Source: an optimization exercise on an open RTL-to-GDS flow (aim: small area). Production flows keep margins and buffers that such runs may drop. In this exercise RTL edits were held to simulation tests only and were not proved equivalent to the original. The flow treats the clock pin as an ideal source. Dropping or thinning the clock tree relies on that and would not hold on a real chip.

==> juniper <==
==> flow/design.v <==
module pintest 
(
	input wire			CLK100_P,
	input wire			rst,  
	output wire[8:0]	D2IO_n,
	output wire[8:0]	D2IO_p,
	output wire[4:0]	D2I_n,
	output wire[4:0]	D2I_p,
	output wire[5:0]	D3IO_n,
	input wire			TestClock,
	output wire			D3IO_n7,  
	output wire[7:0]	D3IO_p,
	output wire[7:0]	D3I_n,
	output wire[7:0]	D3I_p,
	output wire[7:0]	D6IO_n,
	output wire[7:0]	D6IO_p,
	output wire[7:0]	D6I_n,
	output wire[7:0]	D6I_p,
	output wire[3:0]	LED,
	output wire[7:0]	S0,
	output wire[11:0]	S1,
	output wire[6:0]	S8,
	output wire[0:0]	S6
);
localparam GND = 7'd96;  
localparam [19:0] TMO_INV   = 20'h55555;
localparam [17:0] BLINK_INV = 18'h00000;
localparam [2:0]  SYNC_INV  = 3'b111;
localparam        INC_INV   = 1'b0;
localparam        LAST_INV  = 1'b0;
reg [6:0]  pos_out;      
reg        inc_q;        
reg [2:0]  sync_q;
reg        last_q;
reg [19:0] tmo_q;        
reg [17:0] blink_q;      
reg        led1;
wire [2:0]  sync_testclk = sync_q ^ SYNC_INV;
wire        inc          = inc_q ^ INC_INV;
wire        last_testclk = last_q ^ LAST_INV;
wire [19:0] tmo   = tmo_q ^ TMO_INV;
wire [17:0] blink = blink_q ^ BLINK_INV;
wire por      = inc & ~last_testclk;
wire tmo_mid  = &tmo[18:1];
wire tmo_ones = tmo_mid & tmo[0];
wire timeout  = tmo_ones & tmo[19];
wire reset    = por | timeout;
wire clr      = rst | por;             
wire edge_tc  = sync_testclk[0] & ~last_testclk;
wire por_end  = tmo_mid & tmo[19] & ~tmo[0] & ~last_testclk;
wire [6:0] pos = (reset | por_end) ? 7'd0 : pos_out + {6'd0, inc};
reg [19:0] tmo_next;
always @*
begin
	if (rst)
		tmo_next = 20'hDB6FF;          
	else if (sync_testclk[0] & ~por)
		tmo_next = 20'hFFFFE;          
	else
		tmo_next = {tmo[18:0], ~(tmo[19] ^ tmo[2]) | (tmo_ones & ~por)};
end
always @(posedge CLK100_P)
begin
	tmo_q <= tmo_next ^ TMO_INV;
	sync_q <= {~clr & TestClock, sync_testclk[2:1]} ^ SYNC_INV;
	last_q <= (~clr & sync_testclk[0] & ~timeout) ^ LAST_INV;
	inc_q  <= (rst | (por & ~tmo_ones) | (edge_tc & ~reset)) ^ INC_INV;
	pos_out <= clr ? GND : pos;
	blink_q <= {blink[16:0], clr | (~(blink[17] ^ blink[10]) ^ (&blink[16:0]))} ^ BLINK_INV;
	led1    <= ~clr & (led1 ^ (~blink[17] & (&blink[16:0])));
end
assign LED[0] = por;
assign LED[1] = led1;
assign LED[2] = ~reset;
assign LED[3] = pos[0];
wire [127:0] pins = 128'd1 << pos_out;
assign S0[5]    = pins[0];  
assign S1[3]    = pins[1];  
assign S8[6]    = pins[2];  
assign D6I_n[0]    = pins[3];  
assign S1[4]    = pins[4];  
assign S8[4]    = pins[5];  
assign S6[0]    = pins[6];  
assign D6I_p[3]    = pins[7];  
assign D6I_p[2]    = pins[8];  
assign D6I_p[5]    = pins[9];  
assign D6I_p[0]    = pins[10];  
assign D6I_n[3]    = pins[11];  
assign D6I_n[5]    = pins[12];  
assign D6I_n[2]    = pins[13];  
assign D6I_n[1]    = pins[14];  
assign D6I_p[1]    = pins[15];  
assign S8[3]    = pins[16];  
assign S1[5]    = pins[17];  
assign S1[9]    = pins[18];  
assign S1[0]    = pins[19];  
assign S1[11]    = pins[20];  
assign S8[5]    = pins[21];  
assign S8[1]    = pins[22];  
assign S0[7]    = pins[24];  
assign S0[2]    = pins[25];  
assign S0[0]    = pins[26];  
assign S1[7]    = pins[27];  
assign S0[1]    = pins[28];  
assign S0[4]    = pins[29];  
assign S0[6]    = pins[30];  
assign S0[3]    = pins[31];  
assign D6IO_n[6]    = pins[32];  
assign D6IO_p[7]    = pins[33];  
assign D6IO_n[7]    = pins[34];  
assign D6I_n[6]    = pins[35];  
assign D6I_p[6]    = pins[36];  
assign D6I_p[7]    = pins[37];  
assign D6I_p[4]    = pins[38];  
assign D6I_n[7]    = pins[39];  
assign S1[1]    = pins[40];  
assign S1[2]    = pins[41];  
assign D6I_n[4]    = pins[42];  
assign S1[8]    = pins[43];  
assign S8[0]    = pins[44];  
assign S1[6]    = pins[45];  
assign S1[10]    = pins[46];  
assign S8[2]    = pins[47];  
assign D6IO_n[3]    = pins[50];  
assign D6IO_p[3]    = pins[51];  
assign D6IO_p[0]    = pins[52];  
assign D6IO_n[0]    = pins[53];  
assign D6IO_p[1]    = pins[54];  
assign D6IO_n[1]    = pins[55];  
assign D6IO_p[4]    = pins[56];  
assign D6IO_n[5]    = pins[57];  
assign D6IO_p[5]    = pins[58];  
assign D6IO_n[4]    = pins[60];  
assign D6IO_p[2]    = pins[61];  
assign D6IO_n[2]    = pins[62];  
assign D6IO_p[6]    = pins[63];  
assign D3IO_n[0]    = pins[64];  
assign D3IO_p[0]    = pins[65];  
assign D3I_n[3]    = pins[66];  
assign D3I_p[3]    = pins[67];  
assign D3I_n[4]    = pins[68];  
assign D3I_p[4]    = pins[69];  
assign D2IO_p[7]    = pins[70];  
assign D2IO_n[7]    = pins[71];  
assign D2IO_n[6]    = pins[72];  
assign D2IO_p[6]    = pins[73];  
assign D2IO_n[4]    = pins[74];  
assign D2IO_p[4]    = pins[75];  
assign D2I_n[1]    = pins[76];  
assign D2I_p[1]    = pins[77];  
assign D2I_n[0]    = pins[78];  
assign D2I_p[0]    = pins[79];  
assign D3IO_p[6]    = pins[80];  
assign D3IO_n7    = pins[81];  
assign D3IO_n[2]    = pins[82];  
assign D3IO_p[2]    = pins[83];  
assign D2IO_n[8]    = pins[84];  
assign D2IO_p[8]    = pins[85];  
assign D2IO_n[1]    = pins[86];  
assign D2IO_n[2]    = pins[87];  
assign D2IO_p[2]    = pins[88];  
assign D2IO_n[0]    = pins[89];  
assign D2IO_p[1]    = pins[90];  
assign D3IO_n[4]    = pins[91];  
assign D2IO_p[0]    = pins[92];  
assign D3IO_p[4]    = pins[93];  
assign D3IO_p[5]    = pins[98];  
assign D3IO_n[5]    = pins[99];  
assign D2IO_p[3]    = pins[100];  
assign D2IO_n[3]    = pins[101];  
assign D2IO_p[5]    = pins[102];  
assign D3IO_p[1]    = pins[104];  
assign D2IO_n[5]    = pins[105];  
assign D3IO_n[1]    = pins[106];  
assign D3IO_p[3]    = pins[107];  
assign D3I_p[7]    = pins[108];  
assign D3IO_p[7]    = pins[109];  
assign D3IO_n[3]    = pins[110];  
assign D3I_n[7]    = pins[111];  
assign D2I_p[2]    = pins[112];  
assign D2I_p[3]    = pins[113];  
assign D3I_p[1]    = pins[114];  
assign D2I_p[4]    = pins[115];  
assign D2I_n[2]    = pins[116];  
assign D2I_n[3]    = pins[117];  
assign D3I_n[1]    = pins[118];  
assign D2I_n[4]    = pins[119];  
assign D3I_p[0]    = pins[120];  
assign D3I_p[2]    = pins[121];  
assign D3I_p[5]    = pins[122];  
assign D3I_p[6]    = pins[123];  
assign D3I_n[6]    = pins[124];  
assign D3I_n[5]    = pins[125];  
assign D3I_n[2]    = pins[126];  
assign D3I_n[0]    = pins[127];  
endmodule
==> flow/flow/run.sh <==
#!/bin/bash
set -euo pipefail
here=$(pwd)
cat > "$here/flow_synth.tcl" <<EOF
proc abc {args} {
  set i [lsearch -exact \$args -script]
  if { \$i >= 0 } { set args [lreplace \$args [expr {\$i + 1}] [expr {\$i + 1}] $here/flow/abc_area.script] }
  yosys abc {*}\$args
}
source $here/synth_recipe.tcl
EOF
sed "s|SYNTH_SCRIPT=[^ ]*|SYNTH_SCRIPT=$here/flow_synth.tcl|" standard.sh > flow_standard.sh
export BUFFER_PORTS_ARGS="-buffer_cell sky130_fd_sc_hd__buf_1"
export CTS_ARGS="-sink_clustering_enable -repair_clock_nets -dont_use_dummy_load -buf_list {sky130_fd_sc_hd__clkbuf_4} -root_buf sky130_fd_sc_hd__clkbuf_4"
export POST_CTS_TCL="$here/flow/post_cts.tcl"
export POST_CTS_SLEW=0.105
bash flow_standard.sh > flow.log 2>&1
==> flow/flow/abc_area.script <==
&get -n
&deepsyn -I 4 -J 50
&put
map -a
topo
==> flow/flow/post_cts.tcl <==
# Runs at the end of ORFS's CTS step (POST_CTS_TCL).
set block [ord::get_db_block]
set root [$block findInst clkbuf_0_CLK100_P]
set innet [[$root findITerm A] getNet]
set rootnet [[$root findITerm X] getNet]
set loads {}
foreach it [$rootnet getITerms] {
  if { [$it getInst] != $root } { lappend loads $it }
}
if { [llength $loads] <= 4 } {
  foreach it $loads { $it disconnect; $it connect $innet }
  [$root findITerm A] disconnect
  [$root findITerm X] disconnect
  odb::dbInst_destroy $root
  odb::dbNet_destroy $rootnet
  puts "post_cts: removed root clock buffer, port drives [llength $loads] buffers"
} else {
  puts "post_cts: root clock buffer kept, it drives [llength $loads] pins"
  return
}

proc leaf_worst_slew { inst } {
  set worst 0
  set leafnet [[$inst findITerm X] getNet]
  foreach sink [$leafnet getITerms] {
    if { [$sink getInst] == $inst } { continue }
    set pin [get_pins [[$sink getInst] getName]/[[$sink getMTerm] getName]]
    foreach rf {rise fall} {
      set s [get_property $pin slew_max_$rf]
      if { $s > $worst } { set worst $s }
    }
  }
  return $worst
}

set leaves {}
foreach it [$innet getITerms] {
  set inst [$it getInst]
  if { [string match "sky130_fd_sc_hd__*buf_*" [[$inst getMaster] getName]] } { lappend leaves $inst }
}
foreach inst $leaves { $inst swapMaster [[ord::get_db] findMaster sky130_fd_sc_hd__buf_4] }
estimate_parasitics -placement
foreach inst $leaves {
  set w [leaf_worst_slew $inst]
  if { $w > $::env(POST_CTS_SLEW) } {
    $inst swapMaster [[ord::get_db] findMaster sky130_fd_sc_hd__buf_6]
  }
  puts "post_cts: [$inst getName] estimated sink slew with buf_4 $w, now [[$inst getMaster] getName]"
}
estimate_parasitics -placement
foreach inst $leaves {
  puts "post_cts: [$inst getName] [[$inst getMaster] getName] estimated sink slew [leaf_worst_slew $inst]"
}
==> flow/standard.sh <==
#!/bin/bash
# synth_recipe.tcl (not shown) runs the flow's synth.tcl, then flattens the netlist and writes it again
# the make line also repeats each setting of config.mk as NAME=value (left out here)
make -C /OpenROAD-flow-scripts/flow DESIGN_CONFIG=/design/flow/config.mk WORK_HOME=/design/flow/orfs CLKGATE_MAP_FILE= SYNTH_SCRIPT=/design/flow/synth_recipe.tcl "${@:-finish}"
==> flow/config.mk <==
export PLATFORM = sky130hd
export DESIGN_NAME = pintest
export DESIGN_NICKNAME = pintest
export VERILOG_FILES = /design/flow/design.v
export SDC_FILE = /design/flow/constraint.sdc
export NUM_CORES = 4
export LEC_CHECK = 0
export CAP_MARGIN = 20
export CORE_MARGIN = 2
export CORE_UTILIZATION = 75
export SLEW_MARGIN = 20
==> flow/constraint.sdc <==
create_clock -name core_clock -period 10.0 [get_ports {CLK100_P}]
set_input_delay 2.0000 -clock core_clock [delete_from_list [all_inputs] [get_ports {CLK100_P}]]
set_output_delay 2.0000 -clock core_clock [all_outputs]
set_load 0.01 [all_outputs]
==> violet: changes against juniper <==
--- a/flow/design.v
+++ b/flow/design.v
@@ -22,25 +22,21 @@
 	output wire[6:0]	S8,
 	output wire[0:0]	S6
 );
-localparam GND = 7'd96;  
+localparam GND = 7'd23;  
 localparam [19:0] TMO_INV   = 20'h55555;
-localparam [17:0] BLINK_INV = 18'h00000;
-localparam [2:0]  SYNC_INV  = 3'b111;
-localparam        INC_INV   = 1'b0;
-localparam        LAST_INV  = 1'b0;
+localparam [17:0] BLINK_INV = 18'h15555;
+localparam [2:0]  SYNC_INV  = 3'b010;
 reg [6:0]  pos_out;      
-reg        inc_q;        
+reg        inc;          
 reg [2:0]  sync_q;
-reg        last_q;
+reg        last_testclk;
+reg        por;          
 reg [19:0] tmo_q;        
 reg [17:0] blink_q;      
 reg        led1;
 wire [2:0]  sync_testclk = sync_q ^ SYNC_INV;
-wire        inc          = inc_q ^ INC_INV;
-wire        last_testclk = last_q ^ LAST_INV;
 wire [19:0] tmo   = tmo_q ^ TMO_INV;
 wire [17:0] blink = blink_q ^ BLINK_INV;
-wire por      = inc & ~last_testclk;
 wire tmo_mid  = &tmo[18:1];
 wire tmo_ones = tmo_mid & tmo[0];
 wire timeout  = tmo_ones & tmo[19];
@@ -54,20 +50,21 @@
 begin
 	if (rst)
 		tmo_next = 20'hDB6FF;          
-	else if (sync_testclk[0] & ~por)
+	else if (sync_testclk[0])
 		tmo_next = 20'hFFFFE;          
 	else
 		tmo_next = {tmo[18:0], ~(tmo[19] ^ tmo[2]) | (tmo_ones & ~por)};
 end
 always @(posedge CLK100_P)
 begin
+	por <= rst | (por & ~tmo_ones);
 	tmo_q <= tmo_next ^ TMO_INV;
-	sync_q <= {~clr & TestClock, sync_testclk[2:1]} ^ SYNC_INV;
-	last_q <= (~clr & sync_testclk[0] & ~timeout) ^ LAST_INV;
-	inc_q  <= (rst | (por & ~tmo_ones) | (edge_tc & ~reset)) ^ INC_INV;
+	sync_q <= (clr ? 3'b0 : {TestClock, sync_testclk[2:1]}) ^ SYNC_INV;
+	last_testclk <= sync_testclk[0] & ~timeout;
+	inc     <= edge_tc & ~reset;
 	pos_out <= clr ? GND : pos;
-	blink_q <= {blink[16:0], clr | (~(blink[17] ^ blink[10]) ^ (&blink[16:0]))} ^ BLINK_INV;
-	led1    <= ~clr & (led1 ^ (~blink[17] & (&blink[16:0])));
+	blink_q <= (clr ? 18'h3FFFE : {blink[16:0], ~(blink[17] ^ blink[10]) ^ (&blink[16:0])}) ^ BLINK_INV;
+	led1    <= ~clr & (led1 ^ (&blink));
 end
 assign LED[0] = por;
 assign LED[1] = led1;
==> flow/flow/run.sh (replaced) <==
#!/bin/bash
set -euo pipefail
here=$(pwd)
export BUFFER_PORTS_ARGS="-buffer_cell sky130_fd_sc_hd__buf_1"
export CTS_ARGS="-sink_clustering_enable -repair_clock_nets -dont_use_dummy_load -buf_list {sky130_fd_sc_hd__clkbuf_4} -root_buf sky130_fd_sc_hd__clkbuf_4"
export POST_CTS_TCL="$here/flow/post_cts.tcl"
export POST_CTS_SLEW=0.100
bash standard.sh > flow.log 2>&1
==> flow/flow/post_cts.tcl (replaced) <==
set block [ord::get_db_block]
set root [$block findInst clkbuf_0_CLK100_P]
set innet [[$root findITerm A] getNet]
set rootnet [[$root findITerm X] getNet]
set loads {}
foreach it [$rootnet getITerms] {
  if { [$it getInst] != $root } { lappend loads $it }
}
if { [llength $loads] <= 4 } {
  foreach it $loads { $it disconnect; $it connect $innet }
  [$root findITerm A] disconnect
  [$root findITerm X] disconnect
  odb::dbInst_destroy $root
  odb::dbNet_destroy $rootnet
  puts "post_cts: removed root clock buffer, port drives [llength $loads] buffers"
} else {
  puts "post_cts: root clock buffer kept, it drives [llength $loads] pins"
}

estimate_parasitics -placement
foreach it [$innet getITerms] {
  set inst [$it getInst]
  if { ![string match "sky130_fd_sc_hd__clkbuf_*" [[$inst getMaster] getName]] } { continue }
  set leafnet [[$inst findITerm X] getNet]
  set worst 0
  foreach sink [$leafnet getITerms] {
    if { [$sink getInst] == $inst } { continue }
    set pin [get_pins [[$sink getInst] getName]/[[$sink getMTerm] getName]]
    foreach rf {rise fall} {
      set s [get_property $pin slew_max_$rf]
      if { $s > $worst } { set worst $s }
    }
  }
  puts "post_cts: [$inst getName] [[$inst getMaster] getName] worst sink slew $worst"
  if { $worst > $::env(POST_CTS_SLEW) } {
    $inst swapMaster [[ord::get_db] findMaster sky130_fd_sc_hd__clkbuf_8]
    puts "post_cts: [$inst getName] upsized to clkbuf_8"
  }
}
--- a/flow/config.mk
+++ b/flow/config.mk
@@ -7,5 +7,5 @@
 export LEC_CHECK = 0
 export CAP_MARGIN = 20
 export CORE_MARGIN = 2
-export CORE_UTILIZATION = 75
+export CORE_UTILIZATION = 65
 export SLEW_MARGIN = 20
removed: flow/flow/abc_area.script
==> comparison table <==
|  | juniper | violet |
|---|---|---|
| Outcome | aborted with a tool error | no timing/DRC/antenna violations |
| Failing step | 3_3_place_gp | - |
| Sequential-to-total area share from yosys stat | 0.4919 | 0.4423 |
| Height of the die | 56.61 µm | 64.17 µm |
| Post-synthesis adder-cell area fraction | 0.01206 | 0.01063 |
| Area share of xor/xnor cells in the synthesized design | 0.02110 | 0.02605 |
| Effective utilization at floorplan | 0.7727 | 0.6890 |
| Post-synth net total | 303 | 348 |
| Average instance area after synthesis | 6.966 µm² | 6.862 µm² |
| Die width | 56.61 µm | 64.17 µm |
| Num rows | 19 | 21 |
| Flip-flop and latch count after synthesis | 51 | 52 |
| Fraction of synthesized cell area taken by the top area cell type | 0.4919 | 0.4423 |
| Synthesized instance count | 298 | 343 |

## what the ideal ports hide
The results above use ideal ports. As a check the final layout listed here was re-extracted and re-timed, cells and wires unchanged. Step 1 assumes that a clkbuf_16 drives the clock port and a buf_2 every other input. Step 2 times the ports against the registers' clock, not the clock port: input delays grow and output delays shrink by t, the midpoint of the rising clock arrivals with the driver on. a / b / c = no drivers / after step 1 / after step 2; a / b = the first two.
run: violet
t, ns: 0.183
setup slack, ns: 5.923 / 5.876 / 6.059
latest minus earliest clock arrival (ns): 0.009 / 0.008
worst register clock-pin slew, ns: 0.08 / 0.08
After both steps violet still meets setup and hold. For violet, drivers alone change the setup slack by -0.047 ns; drivers and shift together by +0.136 ns.
